From an optimization exercise on the open Yosys and OpenROAD flow, aimed at small area, a short achievable clock period and few clock cycles; shortcuts taken in it are not production practice.
At most, simulation tests tie the RTL to the original design; equivalence was not proved.
Power is estimated from default activity; no workload was simulated.

==> build 83: inputs <==
==> flow/design.v <==
module Datapath (input clk, rst,
                 input [23:0] imem_data,
                 input [23:0] dmem_rdata,
                 output [23:0] imem_addr,
                 output [23:0] dmem_addr,
                 output [23:0] dmem_wdata,
                 output dmem_we,
                 output halted
);
    reg [23:0] H, W, K, C, X, J, L, P, T, AC, MDR, MAR, PC;
    reg [23:0] IR;       
    reg        vD;       
    reg [3:0]  rcode;    
    reg        d_inv;    
    reg        d_mul;    
    reg [23:0] OPR;      
    reg        o0;       
    reg [3:0]  dst;
    reg        x_ld, x_st, x_clac, x_mv, x_alu, x_cin, x_div, x_mul2, x_mul4, x_mul, x_jmp, x_const, x_halt;
    reg        x_rac, x_rmdr;    
    reg        x_acwr, x_achold;  
    reg        st_pend;  
    reg        halt_q;   
    reg        stl;      
    reg [4:0]  mcnt;     
    reg        mskip;    
    wire [23:0] wval = OPR | ({24{x_rac}} & AC) | ({24{x_rmdr | (x_ld & st_pend)}} & MDR) |
                       ({24{x_const}} & IR) | ({24{x_ld & ~st_pend}} & dmem_rdata);
    wire        wr   = x_mv | x_const;
    wire we_H = wr & (dst == 4'd1), we_W = wr & (dst == 4'd2), we_K = wr & (dst == 4'd3);
    wire we_C = wr & (dst == 4'd4), we_X = wr & (dst == 4'd5), we_J = wr & (dst == 4'd6);
    wire we_L = wr & (dst == 4'd7), we_P = wr & (dst == 4'd8), we_T = wr & (dst == 4'd9);
    wire we_A = wr & (dst == 4'd10), we_D = wr & (dst == 4'd12), we_M = wr & (dst == 4'd13);
    wire [23:0] sum;
    prefix_add24 adder (.a(AC), .b(OPR), .cin(x_cin), .s(sum));
    wire [23:0] mmask = ~(24'hFFFFFE << mcnt) & {24{AC[23]}};
    wire        skip4 = mskip & (AC[23:20] == 4'd0) & (mcnt != 5'd20);
    wire [4:0]  mnext = mcnt + (skip4 ? 5'd4 : 5'd1);
    wire        mdone = mcnt == 5'd23;
    wire        mstep = x_mul & ~skip4;
    wire taken = x_jmp & ~sum[23];
    wire stall = stl;    
    wire        ac_wr   = x_acwr;        
    wire        ac_hold = x_achold;      
    wire [23:0] use_sum = {24{x_alu}};
    wire [23:0] use_ms  = {24{mstep}} & mmask;
    wire [23:0] ac_oth  = ({24{ac_wr}} & wval) | ({24{ac_hold}} & AC) |
                          ({24{x_div}} & {4'd0, AC[23:4]}) |
                          (({24{x_mul2}} | ({24{mstep}} & ~mmask)) & {AC[22:0], 1'b0}) |
                          ({24{x_mul4}} & {AC[21:0], 2'b0}) |
                          ({24{x_mul & skip4}} & {AC[19:0], 4'd0});
    wire [23:0] ac_next = (use_sum & sum) | (use_ms & {sum[22:0], o0}) | (~use_sum & ~use_ms & ac_oth);
    wire [23:0] pc_inc;
    inc24 pcinc (.a(PC), .y(pc_inc));
    wire        pc_take = taken & ~rst;
    wire        pc_step = ~rst & ~stall & ~taken;
    wire        pc_keep = ~rst & stall;
    wire [23:0] pc_next = ({24{pc_take}} & IR) | ({24{pc_step}} & pc_inc) | ({24{pc_keep}} & PC);
    assign imem_addr  = PC;
    assign dmem_addr  = MAR;
    assign dmem_wdata = MDR;
    assign dmem_we    = st_pend;
    assign halted     = halt_q;
    wire [4:0] f_op  = imem_data[4:0];
    wire [2:0] f_od  = imem_data[7:5];
    wire [3:0] f_src = imem_data[12:9];
    wire f_mv   = f_op == 5'd8;
    wire f_opnd = f_op == 5'd11 || f_op == 5'd12 || f_op == 5'd16 || f_op == 5'd17;
    wire [3:0] f_ocode = (f_od == 3'd2) ? 4'd2 : (f_od == 3'd3) ? 4'd3 : (f_od == 3'd1) ? 4'd9 :
                         (f_od == 3'd5) ? 4'd5 : (f_od == 3'd6) ? 4'd6 : 4'd7;
    wire [3:0] f_rcode = f_mv ? ((f_src == 4'd10 || f_src == 4'd12) ? 4'd0 : f_src) :
                         f_opnd ? f_ocode : 4'd0;
    wire [4:0] d_op  = IR[4:0];
    wire [3:0] d_dst = IR[8:5];
    wire [3:0] d_src = IR[12:9];
    wire d_mv   = d_op == 5'd8;
    wire d_2w   = d_op == 5'd17 || d_op == 5'd20;       
    wire s_H  = rcode == 4'd1, s_W = rcode == 4'd2, s_K = rcode == 4'd3;
    wire s_C  = rcode == 4'd4, s_X = rcode == 4'd5, s_J = rcode == 4'd6;
    wire s_L  = rcode == 4'd7, s_P = rcode == 4'd8, s_T = rcode == 4'd9;
    wire s_IR = rcode == 4'd14;
    wire fwd  = x_mv & (dst == rcode) & (rcode != 4'd0);
    wire [23:0] rdv = ({24{s_H}} & H) | ({24{s_W}} & W) | ({24{s_K}} & K) | ({24{s_C}} & C) |
                      ({24{s_X}} & X) | ({24{s_J}} & J) | ({24{s_L}} & L) | ({24{s_P}} & P) |
                      ({24{s_T}} & T) | ({24{s_IR}} & IR);
    wire [23:0] opv = fwd ? wval : rdv;
    wire [23:0] opr_next = d_mul ? {1'b0, opv[23:1]} : opv ^ {24{d_inv}};
    always @(posedge clk) begin
        if (rst) begin
            vD      <= 1'b0;
            x_st    <= 1'b0;
            x_mul   <= 1'b0;
            x_jmp   <= 1'b0;
            x_halt  <= 1'b0;
            mcnt    <= 5'd0;
            mskip   <= 1'b1;
            st_pend <= 1'b0;
            halt_q  <= 1'b0;
            stl     <= 1'b0;
        end else begin
            stl     <= stall ? (x_halt | (x_mul & (mnext != 5'd23)))
                             : (vD & (d_op == 5'd16 || (~d_op[4] & ~d_op[3] & ~d_op[0])));
            st_pend <= x_st & ~stall;
            halt_q  <= x_halt;
            if (!stall) begin
                vD      <= ~taken & ~(vD & d_2w);
                x_jmp   <= vD & (d_op == 5'd17);
                x_halt  <= vD & ~d_op[4] & ~d_op[3] & ~d_op[0];
                x_mul   <= vD & (d_op == 5'd16);
                x_st    <= vD & (d_op == 5'd5);
            end
            mcnt  <= (x_mul & ~mdone) ? mnext : 5'd0;
            mskip <= ~(x_mul & ~mdone) | skip4;
        end
    end
    always @(posedge clk) PC <= pc_next;
    always @(posedge clk) begin
        if (!stall) begin
            IR    <= imem_data;
            rcode <= f_rcode;
            d_inv <= f_op == 5'd12 || f_op == 5'd17 || f_op == 5'd10;
            d_mul <= f_op == 5'd16;
            dst   <= d_dst;
            OPR   <= opr_next;
            o0    <= opv[0];
            x_cin <= d_op == 5'd12 || d_op == 5'd17 || d_op == 5'd9;
            x_ld    <= vD & (d_op == 5'd3);
            x_clac  <= vD & (d_op == 5'd7);
            x_mv    <= vD & d_mv;
            x_alu   <= vD & (d_op == 5'd9 || d_op == 5'd10 || d_op == 5'd11 || d_op == 5'd12);
            x_div   <= vD & (d_op == 5'd13);
            x_mul2  <= vD & (d_op == 5'd14);
            x_mul4  <= vD & (d_op == 5'd15);
            x_const <= vD & (d_op == 5'd20);
            x_rac   <= vD & ((d_mv & (d_src == 4'd10)) | (d_op == 5'd5));
            x_rmdr  <= vD & d_mv & (d_src == 4'd12);
            x_acwr  <= vD & (d_op == 5'd3 || ((d_mv || d_op == 5'd20) && d_dst == 4'd10));
            x_achold <= ~vD | ~(d_op == 5'd3 || ((d_mv || d_op == 5'd20) && d_dst == 4'd10) ||
                            d_op == 5'd7 || d_op == 5'd9 || d_op == 5'd10 || d_op == 5'd11 ||
                            d_op == 5'd12 || d_op == 5'd13 || d_op == 5'd14 || d_op == 5'd15 ||
                            d_op == 5'd16);
        end
    end
    always @(posedge clk) begin
        if (we_H) H <= wval;
        if (we_W) W <= wval;
        if (we_K) K <= wval;
        if (we_C) C <= wval;
        if (we_X) X <= wval;
        if (we_J) J <= wval;
        if (we_L) L <= wval;
        if (we_P) P <= wval;
        if (we_T) T <= wval;
        if (we_M) MAR <= wval;
        if (we_D | x_ld | x_st) MDR <= wval;
        AC <= ac_next;
    end
endmodule
module prefix_add24 (input [23:0] a, b, input cin, output [23:0] s);
    wire [23:0] p0 = a ^ b;
    wire [23:0] g0 = a & b;
    wire [23:0] g [0:5];
    wire [23:0] p [0:5];
    assign g[0] = {g0[23:1], g0[0] | (p0[0] & cin)};
    assign p[0] = p0;
    genvar l, i;
    generate
        for (l = 0; l < 5; l = l + 1) begin : lev
            for (i = 0; i < 24; i = i + 1) begin : bi
                if (i >= (1 << l)) begin : n
                    assign g[l+1][i] = g[l][i] | (p[l][i] & g[l][i - (1 << l)]);
                    assign p[l+1][i] = p[l][i] & p[l][i - (1 << l)];
                end else begin : pass
                    assign g[l+1][i] = g[l][i];
                    assign p[l+1][i] = p[l][i];
                end
            end
        end
    endgenerate
    wire [23:0] c = {g[5][22:0], cin};    
    assign s = p0 ^ c;
endmodule
module inc24 (input [23:0] a, output [23:0] y);
    wire [23:0] t [0:5];
    assign t[0] = a;
    genvar l, i;
    generate
        for (l = 0; l < 5; l = l + 1) begin : lev
            for (i = 0; i < 24; i = i + 1) begin : bi
                if (i >= (1 << l)) begin : n
                    assign t[l+1][i] = t[l][i] & t[l][i - (1 << l)];
                end else begin : pass
                    assign t[l+1][i] = t[l][i];
                end
            end
        end
    endgenerate
    wire [23:0] c = {t[5][22:0], 1'b1};   
    assign y = a ^ c;
endmodule
==> flow/flow/run.sh <==
#!/bin/bash
# Standard layout, with plain buffers on the ports and timing repair aiming
# at a 6.7 ns setup margin.
bash standard.sh SETUP_SLACK_MARGIN=6.7 'BUFFER_PORTS_ARGS=-buffer_cell sky130_fd_sc_hd__buf_2' finish > standard.log 2>&1
==> flow/standard.sh <==
#!/bin/bash
# synth_recipe.tcl (not shown) runs the flow's synth.tcl, then flattens the netlist and writes it again
# the make line also repeats each setting of config.mk as NAME=value (left out here)
make -C /OpenROAD-flow-scripts/flow DESIGN_CONFIG=/design/flow/config.mk WORK_HOME=/design/flow/orfs CLKGATE_MAP_FILE= SYNTH_SCRIPT=/design/flow/synth_recipe.tcl "${@:-finish}"
==> flow/config.mk <==
export PLATFORM = sky130hd
export DESIGN_NAME = Datapath
export DESIGN_NICKNAME = Datapath
export VERILOG_FILES = /design/flow/design.v
export SDC_FILE = /design/flow/constraint.sdc
export NUM_CORES = 4
export LEC_CHECK = 0
export CAP_MARGIN = 20
export CORE_MARGIN = 2
export CORE_UTILIZATION = 60
export CTS_BUF_LIST = sky130_fd_sc_hd__clkbuf_8
export CTS_CLUSTER_DIAMETER = 60
export CTS_CLUSTER_SIZE = 15
export SLEW_MARGIN = 20
==> flow/constraint.sdc <==
create_clock -name core_clock -period 10.0 [get_ports {clk}]
set_input_delay 2.0000 -clock core_clock [delete_from_list [all_inputs] [get_ports {clk}]]
set_output_delay 2.0000 -clock core_clock [all_outputs]
set_load 0.01 [all_outputs]
==> trial 67 (differences from build 83) <==
--- a/flow/design.v
+++ b/flow/design.v
@@ -88,10 +88,22 @@
     always @(posedge clk) begin
         if (rst) begin
             vD      <= 1'b0;
+            x_ld    <= 1'b0;
             x_st    <= 1'b0;
+            x_clac  <= 1'b0;
+            x_mv    <= 1'b0;
+            x_alu   <= 1'b0;
+            x_div   <= 1'b0;
+            x_mul2  <= 1'b0;
+            x_mul4  <= 1'b0;
             x_mul   <= 1'b0;
             x_jmp   <= 1'b0;
+            x_const <= 1'b0;
             x_halt  <= 1'b0;
+            x_rac   <= 1'b0;
+            x_rmdr  <= 1'b0;
+            x_acwr  <= 1'b0;
+            x_achold <= 1'b1;
             mcnt    <= 5'd0;
             mskip   <= 1'b1;
             st_pend <= 1'b0;
@@ -104,10 +116,25 @@
             halt_q  <= x_halt;
             if (!stall) begin
                 vD      <= ~taken & ~(vD & d_2w);
+                x_ld    <= vD & (d_op == 5'd3);
+                x_st    <= vD & (d_op == 5'd5);
+                x_clac  <= vD & (d_op == 5'd7);
+                x_mv    <= vD & d_mv;
+                x_alu   <= vD & (d_op == 5'd9 || d_op == 5'd10 || d_op == 5'd11 || d_op == 5'd12);
+                x_div   <= vD & (d_op == 5'd13);
+                x_mul2  <= vD & (d_op == 5'd14);
+                x_mul4  <= vD & (d_op == 5'd15);
+                x_mul   <= vD & (d_op == 5'd16);
                 x_jmp   <= vD & (d_op == 5'd17);
+                x_const <= vD & (d_op == 5'd20);
                 x_halt  <= vD & ~d_op[4] & ~d_op[3] & ~d_op[0];
-                x_mul   <= vD & (d_op == 5'd16);
-                x_st    <= vD & (d_op == 5'd5);
+                x_rac   <= vD & ((d_mv & (d_src == 4'd10)) | (d_op == 5'd5));
+                x_rmdr  <= vD & d_mv & (d_src == 4'd12);
+                x_acwr  <= vD & (d_op == 5'd3 || ((d_mv || d_op == 5'd20) && d_dst == 4'd10));
+                x_achold <= ~vD | ~(d_op == 5'd3 || ((d_mv || d_op == 5'd20) && d_dst == 4'd10) ||
+                                    d_op == 5'd7 || d_op == 5'd9 || d_op == 5'd10 || d_op == 5'd11 ||
+                                    d_op == 5'd12 || d_op == 5'd13 || d_op == 5'd14 || d_op == 5'd15 ||
+                                    d_op == 5'd16);
             end
             mcnt  <= (x_mul & ~mdone) ? mnext : 5'd0;
             mskip <= ~(x_mul & ~mdone) | skip4;
@@ -124,21 +151,6 @@
             OPR   <= opr_next;
             o0    <= opv[0];
             x_cin <= d_op == 5'd12 || d_op == 5'd17 || d_op == 5'd9;
-            x_ld    <= vD & (d_op == 5'd3);
-            x_clac  <= vD & (d_op == 5'd7);
-            x_mv    <= vD & d_mv;
-            x_alu   <= vD & (d_op == 5'd9 || d_op == 5'd10 || d_op == 5'd11 || d_op == 5'd12);
-            x_div   <= vD & (d_op == 5'd13);
-            x_mul2  <= vD & (d_op == 5'd14);
-            x_mul4  <= vD & (d_op == 5'd15);
-            x_const <= vD & (d_op == 5'd20);
-            x_rac   <= vD & ((d_mv & (d_src == 4'd10)) | (d_op == 5'd5));
-            x_rmdr  <= vD & d_mv & (d_src == 4'd12);
-            x_acwr  <= vD & (d_op == 5'd3 || ((d_mv || d_op == 5'd20) && d_dst == 4'd10));
-            x_achold <= ~vD | ~(d_op == 5'd3 || ((d_mv || d_op == 5'd20) && d_dst == 4'd10) ||
-                            d_op == 5'd7 || d_op == 5'd9 || d_op == 5'd10 || d_op == 5'd11 ||
-                            d_op == 5'd12 || d_op == 5'd13 || d_op == 5'd14 || d_op == 5'd15 ||
-                            d_op == 5'd16);
         end
     end
     always @(posedge clk) begin
--- a/flow/config.mk
+++ b/flow/config.mk
@@ -8,7 +8,7 @@
 export CAP_MARGIN = 20
 export CORE_MARGIN = 2
 export CORE_UTILIZATION = 60
-export CTS_BUF_LIST = sky130_fd_sc_hd__clkbuf_8
+export CTS_BUF_LIST = sky130_fd_sc_hd__clkbuf_16 sky130_fd_sc_hd__clkbuf_8
 export CTS_CLUSTER_DIAMETER = 60
 export CTS_CLUSTER_SIZE = 15
 export SLEW_MARGIN = 20
==> build 32 (differences from build 83) <==
--- a/flow/design.v
+++ b/flow/design.v
@@ -19,13 +19,10 @@
     reg        x_ld, x_st, x_clac, x_mv, x_alu, x_cin, x_div, x_mul2, x_mul4, x_mul, x_jmp, x_const, x_halt;
     reg        x_rac, x_rmdr;    
     reg        x_acwr, x_achold;  
-    reg        st_pend;  
-    reg        halt_q;   
-    reg        stl;      
     reg [4:0]  mcnt;     
     reg        mskip;    
-    wire [23:0] wval = OPR | ({24{x_rac}} & AC) | ({24{x_rmdr | (x_ld & st_pend)}} & MDR) |
-                       ({24{x_const}} & IR) | ({24{x_ld & ~st_pend}} & dmem_rdata);
+    wire [23:0] wval = OPR | ({24{x_rac}} & AC) | ({24{x_rmdr}} & MDR) |
+                       ({24{x_const}} & IR) | ({24{x_ld}} & dmem_rdata);
     wire        wr   = x_mv | x_const;
     wire we_H = wr & (dst == 4'd1), we_W = wr & (dst == 4'd2), we_K = wr & (dst == 4'd3);
     wire we_C = wr & (dst == 4'd4), we_X = wr & (dst == 4'd5), we_J = wr & (dst == 4'd6);
@@ -39,7 +36,7 @@
     wire        mdone = mcnt == 5'd23;
     wire        mstep = x_mul & ~skip4;
     wire taken = x_jmp & ~sum[23];
-    wire stall = stl;    
+    wire stall = (x_mul & ~mdone) | x_halt;
     wire        ac_wr   = x_acwr;        
     wire        ac_hold = x_achold;      
     wire [23:0] use_sum = {24{x_alu}};
@@ -58,9 +55,9 @@
     wire [23:0] pc_next = ({24{pc_take}} & IR) | ({24{pc_step}} & pc_inc) | ({24{pc_keep}} & PC);
     assign imem_addr  = PC;
     assign dmem_addr  = MAR;
-    assign dmem_wdata = MDR;
-    assign dmem_we    = st_pend;
-    assign halted     = halt_q;
+    assign dmem_wdata = AC;
+    assign dmem_we    = x_st;
+    assign halted     = x_halt;
     wire [4:0] f_op  = imem_data[4:0];
     wire [2:0] f_od  = imem_data[7:5];
     wire [3:0] f_src = imem_data[12:9];
@@ -88,26 +85,46 @@
     always @(posedge clk) begin
         if (rst) begin
             vD      <= 1'b0;
+            x_ld    <= 1'b0;
             x_st    <= 1'b0;
+            x_clac  <= 1'b0;
+            x_mv    <= 1'b0;
+            x_alu   <= 1'b0;
+            x_div   <= 1'b0;
+            x_mul2  <= 1'b0;
+            x_mul4  <= 1'b0;
             x_mul   <= 1'b0;
             x_jmp   <= 1'b0;
+            x_const <= 1'b0;
             x_halt  <= 1'b0;
+            x_rac   <= 1'b0;
+            x_rmdr  <= 1'b0;
+            x_acwr  <= 1'b0;
+            x_achold <= 1'b1;
             mcnt    <= 5'd0;
             mskip   <= 1'b1;
-            st_pend <= 1'b0;
-            halt_q  <= 1'b0;
-            stl     <= 1'b0;
         end else begin
-            stl     <= stall ? (x_halt | (x_mul & (mnext != 5'd23)))
-                             : (vD & (d_op == 5'd16 || (~d_op[4] & ~d_op[3] & ~d_op[0])));
-            st_pend <= x_st & ~stall;
-            halt_q  <= x_halt;
             if (!stall) begin
                 vD      <= ~taken & ~(vD & d_2w);
+                x_ld    <= vD & (d_op == 5'd3);
+                x_st    <= vD & (d_op == 5'd5);
+                x_clac  <= vD & (d_op == 5'd7);
+                x_mv    <= vD & d_mv;
+                x_alu   <= vD & (d_op == 5'd9 || d_op == 5'd10 || d_op == 5'd11 || d_op == 5'd12);
+                x_div   <= vD & (d_op == 5'd13);
+                x_mul2  <= vD & (d_op == 5'd14);
+                x_mul4  <= vD & (d_op == 5'd15);
+                x_mul   <= vD & (d_op == 5'd16);
                 x_jmp   <= vD & (d_op == 5'd17);
+                x_const <= vD & (d_op == 5'd20);
                 x_halt  <= vD & ~d_op[4] & ~d_op[3] & ~d_op[0];
-                x_mul   <= vD & (d_op == 5'd16);
-                x_st    <= vD & (d_op == 5'd5);
+                x_rac   <= vD & ((d_mv & (d_src == 4'd10)) | (d_op == 5'd5));
+                x_rmdr  <= vD & d_mv & (d_src == 4'd12);
+                x_acwr  <= vD & (d_op == 5'd3 || ((d_mv || d_op == 5'd20) && d_dst == 4'd10));
+                x_achold <= ~vD | ~(d_op == 5'd3 || ((d_mv || d_op == 5'd20) && d_dst == 4'd10) ||
+                                    d_op == 5'd7 || d_op == 5'd9 || d_op == 5'd10 || d_op == 5'd11 ||
+                                    d_op == 5'd12 || d_op == 5'd13 || d_op == 5'd14 || d_op == 5'd15 ||
+                                    d_op == 5'd16);
             end
             mcnt  <= (x_mul & ~mdone) ? mnext : 5'd0;
             mskip <= ~(x_mul & ~mdone) | skip4;
@@ -124,21 +141,6 @@
             OPR   <= opr_next;
             o0    <= opv[0];
             x_cin <= d_op == 5'd12 || d_op == 5'd17 || d_op == 5'd9;
-            x_ld    <= vD & (d_op == 5'd3);
-            x_clac  <= vD & (d_op == 5'd7);
-            x_mv    <= vD & d_mv;
-            x_alu   <= vD & (d_op == 5'd9 || d_op == 5'd10 || d_op == 5'd11 || d_op == 5'd12);
-            x_div   <= vD & (d_op == 5'd13);
-            x_mul2  <= vD & (d_op == 5'd14);
-            x_mul4  <= vD & (d_op == 5'd15);
-            x_const <= vD & (d_op == 5'd20);
-            x_rac   <= vD & ((d_mv & (d_src == 4'd10)) | (d_op == 5'd5));
-            x_rmdr  <= vD & d_mv & (d_src == 4'd12);
-            x_acwr  <= vD & (d_op == 5'd3 || ((d_mv || d_op == 5'd20) && d_dst == 4'd10));
-            x_achold <= ~vD | ~(d_op == 5'd3 || ((d_mv || d_op == 5'd20) && d_dst == 4'd10) ||
-                            d_op == 5'd7 || d_op == 5'd9 || d_op == 5'd10 || d_op == 5'd11 ||
-                            d_op == 5'd12 || d_op == 5'd13 || d_op == 5'd14 || d_op == 5'd15 ||
-                            d_op == 5'd16);
         end
     end
     always @(posedge clk) begin
==> flow/flow/run.sh (replaced) <==
#!/bin/bash
# Standard layout, with plain buffers on the ports and timing repair aiming
# at a 6.6 ns setup margin.
bash standard.sh SETUP_SLACK_MARGIN=6.6 'BUFFER_PORTS_ARGS=-buffer_cell sky130_fd_sc_hd__buf_2' finish > standard.log 2>&1
==> trial 31 (differences from build 83) <==
--- a/flow/design.v
+++ b/flow/design.v
@@ -88,10 +88,22 @@
     always @(posedge clk) begin
         if (rst) begin
             vD      <= 1'b0;
+            x_ld    <= 1'b0;
             x_st    <= 1'b0;
+            x_clac  <= 1'b0;
+            x_mv    <= 1'b0;
+            x_alu   <= 1'b0;
+            x_div   <= 1'b0;
+            x_mul2  <= 1'b0;
+            x_mul4  <= 1'b0;
             x_mul   <= 1'b0;
             x_jmp   <= 1'b0;
+            x_const <= 1'b0;
             x_halt  <= 1'b0;
+            x_rac   <= 1'b0;
+            x_rmdr  <= 1'b0;
+            x_acwr  <= 1'b0;
+            x_achold <= 1'b1;
             mcnt    <= 5'd0;
             mskip   <= 1'b1;
             st_pend <= 1'b0;
@@ -104,10 +116,25 @@
             halt_q  <= x_halt;
             if (!stall) begin
                 vD      <= ~taken & ~(vD & d_2w);
+                x_ld    <= vD & (d_op == 5'd3);
+                x_st    <= vD & (d_op == 5'd5);
+                x_clac  <= vD & (d_op == 5'd7);
+                x_mv    <= vD & d_mv;
+                x_alu   <= vD & (d_op == 5'd9 || d_op == 5'd10 || d_op == 5'd11 || d_op == 5'd12);
+                x_div   <= vD & (d_op == 5'd13);
+                x_mul2  <= vD & (d_op == 5'd14);
+                x_mul4  <= vD & (d_op == 5'd15);
+                x_mul   <= vD & (d_op == 5'd16);
                 x_jmp   <= vD & (d_op == 5'd17);
+                x_const <= vD & (d_op == 5'd20);
                 x_halt  <= vD & ~d_op[4] & ~d_op[3] & ~d_op[0];
-                x_mul   <= vD & (d_op == 5'd16);
-                x_st    <= vD & (d_op == 5'd5);
+                x_rac   <= vD & ((d_mv & (d_src == 4'd10)) | (d_op == 5'd5));
+                x_rmdr  <= vD & d_mv & (d_src == 4'd12);
+                x_acwr  <= vD & (d_op == 5'd3 || ((d_mv || d_op == 5'd20) && d_dst == 4'd10));
+                x_achold <= ~vD | ~(d_op == 5'd3 || ((d_mv || d_op == 5'd20) && d_dst == 4'd10) ||
+                                    d_op == 5'd7 || d_op == 5'd9 || d_op == 5'd10 || d_op == 5'd11 ||
+                                    d_op == 5'd12 || d_op == 5'd13 || d_op == 5'd14 || d_op == 5'd15 ||
+                                    d_op == 5'd16);
             end
             mcnt  <= (x_mul & ~mdone) ? mnext : 5'd0;
             mskip <= ~(x_mul & ~mdone) | skip4;
@@ -124,21 +151,6 @@
             OPR   <= opr_next;
             o0    <= opv[0];
             x_cin <= d_op == 5'd12 || d_op == 5'd17 || d_op == 5'd9;
-            x_ld    <= vD & (d_op == 5'd3);
-            x_clac  <= vD & (d_op == 5'd7);
-            x_mv    <= vD & d_mv;
-            x_alu   <= vD & (d_op == 5'd9 || d_op == 5'd10 || d_op == 5'd11 || d_op == 5'd12);
-            x_div   <= vD & (d_op == 5'd13);
-            x_mul2  <= vD & (d_op == 5'd14);
-            x_mul4  <= vD & (d_op == 5'd15);
-            x_const <= vD & (d_op == 5'd20);
-            x_rac   <= vD & ((d_mv & (d_src == 4'd10)) | (d_op == 5'd5));
-            x_rmdr  <= vD & d_mv & (d_src == 4'd12);
-            x_acwr  <= vD & (d_op == 5'd3 || ((d_mv || d_op == 5'd20) && d_dst == 4'd10));
-            x_achold <= ~vD | ~(d_op == 5'd3 || ((d_mv || d_op == 5'd20) && d_dst == 4'd10) ||
-                            d_op == 5'd7 || d_op == 5'd9 || d_op == 5'd10 || d_op == 5'd11 ||
-                            d_op == 5'd12 || d_op == 5'd13 || d_op == 5'd14 || d_op == 5'd15 ||
-                            d_op == 5'd16);
         end
     end
     always @(posedge clk) begin
--- a/flow/config.mk
+++ b/flow/config.mk
@@ -7,7 +7,7 @@
 export LEC_CHECK = 0
 export CAP_MARGIN = 20
 export CORE_MARGIN = 2
-export CORE_UTILIZATION = 60
+export CORE_UTILIZATION = 50
 export CTS_BUF_LIST = sky130_fd_sc_hd__clkbuf_8
 export CTS_CLUSTER_DIAMETER = 60
 export CTS_CLUSTER_SIZE = 15
==> summary of the runs <==
- Final cell count, lowest first: trial 67, build 83, build 32, trial 31.
- Sequential power is about the same in build 83 and trial 31.
- Register-to-register slack is about the same in trial 31 and build 83.
- Sequential cell count: build 83 is higher than build 32 (3).
- Trial 31 produced a clean layout. Build 32 produced a clean layout. Build 83 went through all stages and came out clean. Trial 67 finished clean.
- Clock power: trial 31 < build 83 < build 32 < trial 67.
- In trial 67 the hold slack is lower than in trial 31, by 0.0037 ns.
- Synthesized area: trial 31 is lower than build 83 (about 1.5%).
- Against trial 67, the total power of build 32 is smaller by 2.5%.
- The lowest clock skew belongs to trial 67, the highest to build 32.
- The lowest wire length belongs to trial 67, the highest to trial 31.
Testbench counts of trial 67, summed over its fixed seeds: cycles 103,362.
Testbench counts of trial 31, summed over its fixed seeds: cycles 103,362.
No functional check of the RTL was part of build 83 and build 32.

[static timing again, ports no longer ideal]
In the flow no input, the clock included, has a driving cell. The finished layouts below were timed again as built, in two steps. Step 1, drivers: a clkbuf_16 drives clk and a buf_2 each remaining input, both assumed. Step 2 moves the port delays by t, midway between the first and last clock arrival at a register: inputs arrive t later, outputs are due t later. That takes back most of the time a late clock gives input paths. a / b / c = ideal ports / drivers / drivers and shift; a / b = the first two.
run | shift t [ns] | setup WS [ns] | hold slack, ns | pins driven straight from the clock port
build 83 | 0.618 | 6.755 / 6.706 / 6.217 | 0.474 / 0.474 / 0.474 | 1
trial 67 | 0.580 | 6.805 / 6.780 / 6.256 | 0.478 / 0.478 / 0.478 | 1
build 32 | 0.613 | 6.554 / 6.543 / 5.970 | 0.488 / 0.488 / 0.488 | 1
trial 31 | 0.635 | 6.773 / 6.721 / 6.278 | 0.482 / 0.482 / 0.482 | 1
After both steps setup and hold are still met in every run listed. For build 32, which loses most, drivers alone change the setup slack by -0.011 ns; drivers and shift together by -0.584 ns.
